From an optimization exercise on the open Yosys and OpenROAD flow, aimed at small area; shortcuts taken in it are not production practice.
In this exercise RTL edits were held to simulation tests only and were not proved equivalent to the original.
Power figures rest on the tool's default switching activity, not on a simulated workload.

build 84:
// Cricket
module Cricket(
    input clk_fpga,
    input reset,
    input btnU,
    input sw,
    output dp,
    output [6:0] seg,
    output [3:0] an,
    output [15:0] led
    );
    reg [11:0] count;
    reg new_press, stable, now_stable;
    wire cnt_low0 = (count[10:0] == 11'd0);
    wire cnt_term = ~count[11] & cnt_low0;
    wire cnt_fb = (count[11] & ~cnt_low0) ^ count[7] ^ count[1] ^ count[0];
    wire cnt_clr = reset | (btnU != new_press);
    always @(posedge clk_fpga) begin
        count <= cnt_clr ? 12'h001 : {count[10:0], cnt_fb};
        if (reset) begin
            new_press <= 0;
            stable <= 0;
        end else if (btnU == new_press) begin
            if (cnt_term)
                stable <= btnU;
        end else
            new_press <= btnU;
    end
    always @(posedge clk_fpga)
        now_stable <= stable;
    wire delivery = stable & ~now_stable;
    reg [5:1] shift;
    always @(posedge clk_fpga) begin
        if (reset) shift <= 5'b11111;
        else shift <= {shift[1] ^ shift[4], shift[5:2]};
    end
    wire [3:0] q  = {shift[3:1], shift[5] ^ shift[3]};
    wire [3:0] qp = {shift[2:1], shift[5] ^ shift[3], shift[4] ^ shift[2]};    
    reg [8:0] cnt;      
    reg [2:0] ph;       
    reg [4:0] hb;       
    wire cnt_end = (cnt == 9'd33);      
    always @(posedge clk_fpga) begin
        if (reset) begin
            cnt <= 0;
            ph <= 3'd1;
            hb <= 0;
        end else if (cnt_end) begin
            cnt <= 0;
            ph <= ph + 1'b1;
            hb <= (hb == 5'd20) ? 5'd0 : {hb[3:0], ~(hb[4] ^ hb[2])};    
        end else
            cnt <= {cnt[7:0], ~(cnt[8] ^ cnt[4])};
    end
    wire [1:0] digit = ph[2:1];
    reg [4:0] sc;
    wire sc_step = (ph == 3'd5) && (hb == 5'd0) && (cnt == 9'd0);    
    always @(posedge clk_fpga) begin
        if (reset)
            sc <= 0;
        else if (sc_step)
  ...
Settings: LEC_CHECK=0, CAP_MARGIN=20, CORE_MARGIN=2, CORE_UTILIZATION=40, CTS_CLUSTER_DIAMETER=200, CTS_CLUSTER_SIZE=50, SLEW_MARGIN=20; clock period 12.0 ns.
standard.sh (not shown) runs the stock make flow with config.mk's settings and CLKGATE_MAP_FILE= SYNTH_SCRIPT=/design/flow/synth_recipe.tcl, a recipe that flattens the netlist after the stock synthesis.
==> flow/flow/run.sh <==
#!/bin/bash
# Own layout flow: the standard ORFS flow (standard.sh), with the synthesis
# mapped for area instead of speed (the 12 ns clock leaves ample slack):
#  - abc maps the combinational logic with an area-oriented script
#    (abc_area_own.script, used in place of ORFS's abc_speed.script),
#  - Yosys's adder cells (ha/fa) are not pre-placed, so abc maps adders too,
#  - the port buffers are the smallest buffer, sky130_fd_sc_hd__buf_1,
#  - CTS arguments from cts_args.txt, if present.
# Registers, their names and cell types are the standard synthesis's.
# Every tool's output goes to the ORFS logs under orfs/logs/ and to flow.log here.
set -euo pipefail
WORK=$(pwd)
SC="$WORK/scripts_own"
rm -rf "$SC"
cp -r "$FLOW_HOME/scripts" "$SC"
cp "$WORK/flow/abc_area_own.script" "$SC/abc_speed.script"
ARGS=("SCRIPTS_DIR=$SC" "ADDER_MAP_FILE=" "BUFFER_PORTS_ARGS=-buffer_cell sky130_fd_sc_hd__buf_1")
if [[ -f "$WORK/flow/cts_args.txt" ]]; then
    ARGS+=("CTS_ARGS=$(cat "$WORK/flow/cts_args.txt")")
fi
bash "$WORK/standard.sh" "${ARGS[@]}" finish > "$WORK/flow.log" 2>&1
==> flow/flow/abc_area_own.script <==
strash
balance
rewrite -l
refactor -l
balance -l
rewrite -l
rewrite -z -l
balance -l
refactor -z -l
rewrite -z -l
balance -l
dch -f
amap
strash
dch -f
amap
strash
dch -f
amap
topo
==> flow/flow/cts_args.txt <==
-sink_clustering_enable -repair_clock_nets -dont_use_dummy_load -sink_clustering_size 50 -sink_clustering_max_diameter 200
Build 84 has completed all stages; timing, DRC and antenna checks passed.
### build 84 -> build 97
-- flow/flow/abc_area_own.script --
<<< build 84, line 16
amap
strash
dch -f
amap
topo
>>> build 97, line 16
amap
topo
==> results.txt <==
The flow did not stop early for build 97: all stages ran, and the layout cleared the timing, design-rule and antenna checks. Build 84 → build 97: final period utilization increased 1.2 points; clock sink count neither gained nor lost much; setup slack of the most critical reg-to-reg path stayed essentially flat; power dissipated by switching net loads dropped 1.4%; cell area now sits lower. Taking build 84 as the reference point, the worst hold slack of build 97 rises by 0.0068 ns. Between build 84 and build 97, total global-route track usage is lower for build 97, build 84 comes in above that.
Relative to build 97, the following input files were edited for build 57:
==> flow/flow/abc_area_own.script <==
strash
dch -f
amap
strash
dch -f
amap
topo
Notes after the runs:
- Build 57 ended up with a higher design area than build 97 did.
- Reported for build 57 and build 97, sequential cell count turned out identical to the last digit.
- Final wirelength, build 57 vs build 97: up slightly
- For global-route usage, build 57 and build 97 come out practically identical.
What build 39 does differently from build 57 at the input level:
==> flow/flow/abc_area_own.script <==
strash
dch -f
amap
strash
dch -f
amap
strash
dch -f
amap
topo
Findings:
There was hardly any difference in clock transition time at the flip-flop clock pins of the worst setup and hold paths between build 57 and build 39. Build 39 has less setup slack than build 57. Build 39 | status: complete | timing, DRC, antenna: pass. Number of buffers and inverters on the critical path sits higher in build 39 than in build 57. Build 39 ended up with a higher critical path depth than build 57 did. As far as sequential cell count goes, build 57 and build 39 are indistinguishable; the numbers are identical. Diff build 57 and build 39: cell count lower in build 39. Measured against each other, build 57 and build 39 differ in post-layout minimum cycle time, the higher figure coming from build 39.

[static timing again, ports no longer ideal]
In the flow no input, the clock included, has a driving cell. The finished layouts below were timed again as built, in two steps.
Step 1: set_driving_cell puts a clkbuf_16 on clk_fpga and a buf_2 on each other input, an assumption about the parent block.
Step 2 times the ports against the registers' clock, not the clock port: input delays grow and output delays shrink by t, the midpoint of the rising clock arrivals with the driver on.
Three values: no drivers, after step 1, after step 2; two values: the first two.
run | t (ns) | slack for setup (ns) | worst setup path after step 2
build 84 | 0.374 | 5.884 / 5.850 / 6.224 | register to output
build 97 | 0.384 | 5.743 / 5.709 / 6.092 | register to output
build 57 | 0.379 | 5.588 / 5.557 / 5.935 | register to output
build 39 | 0.385 | 5.501 / 5.470 / 5.854 | register to output
After both steps setup and hold are still met in every run listed.
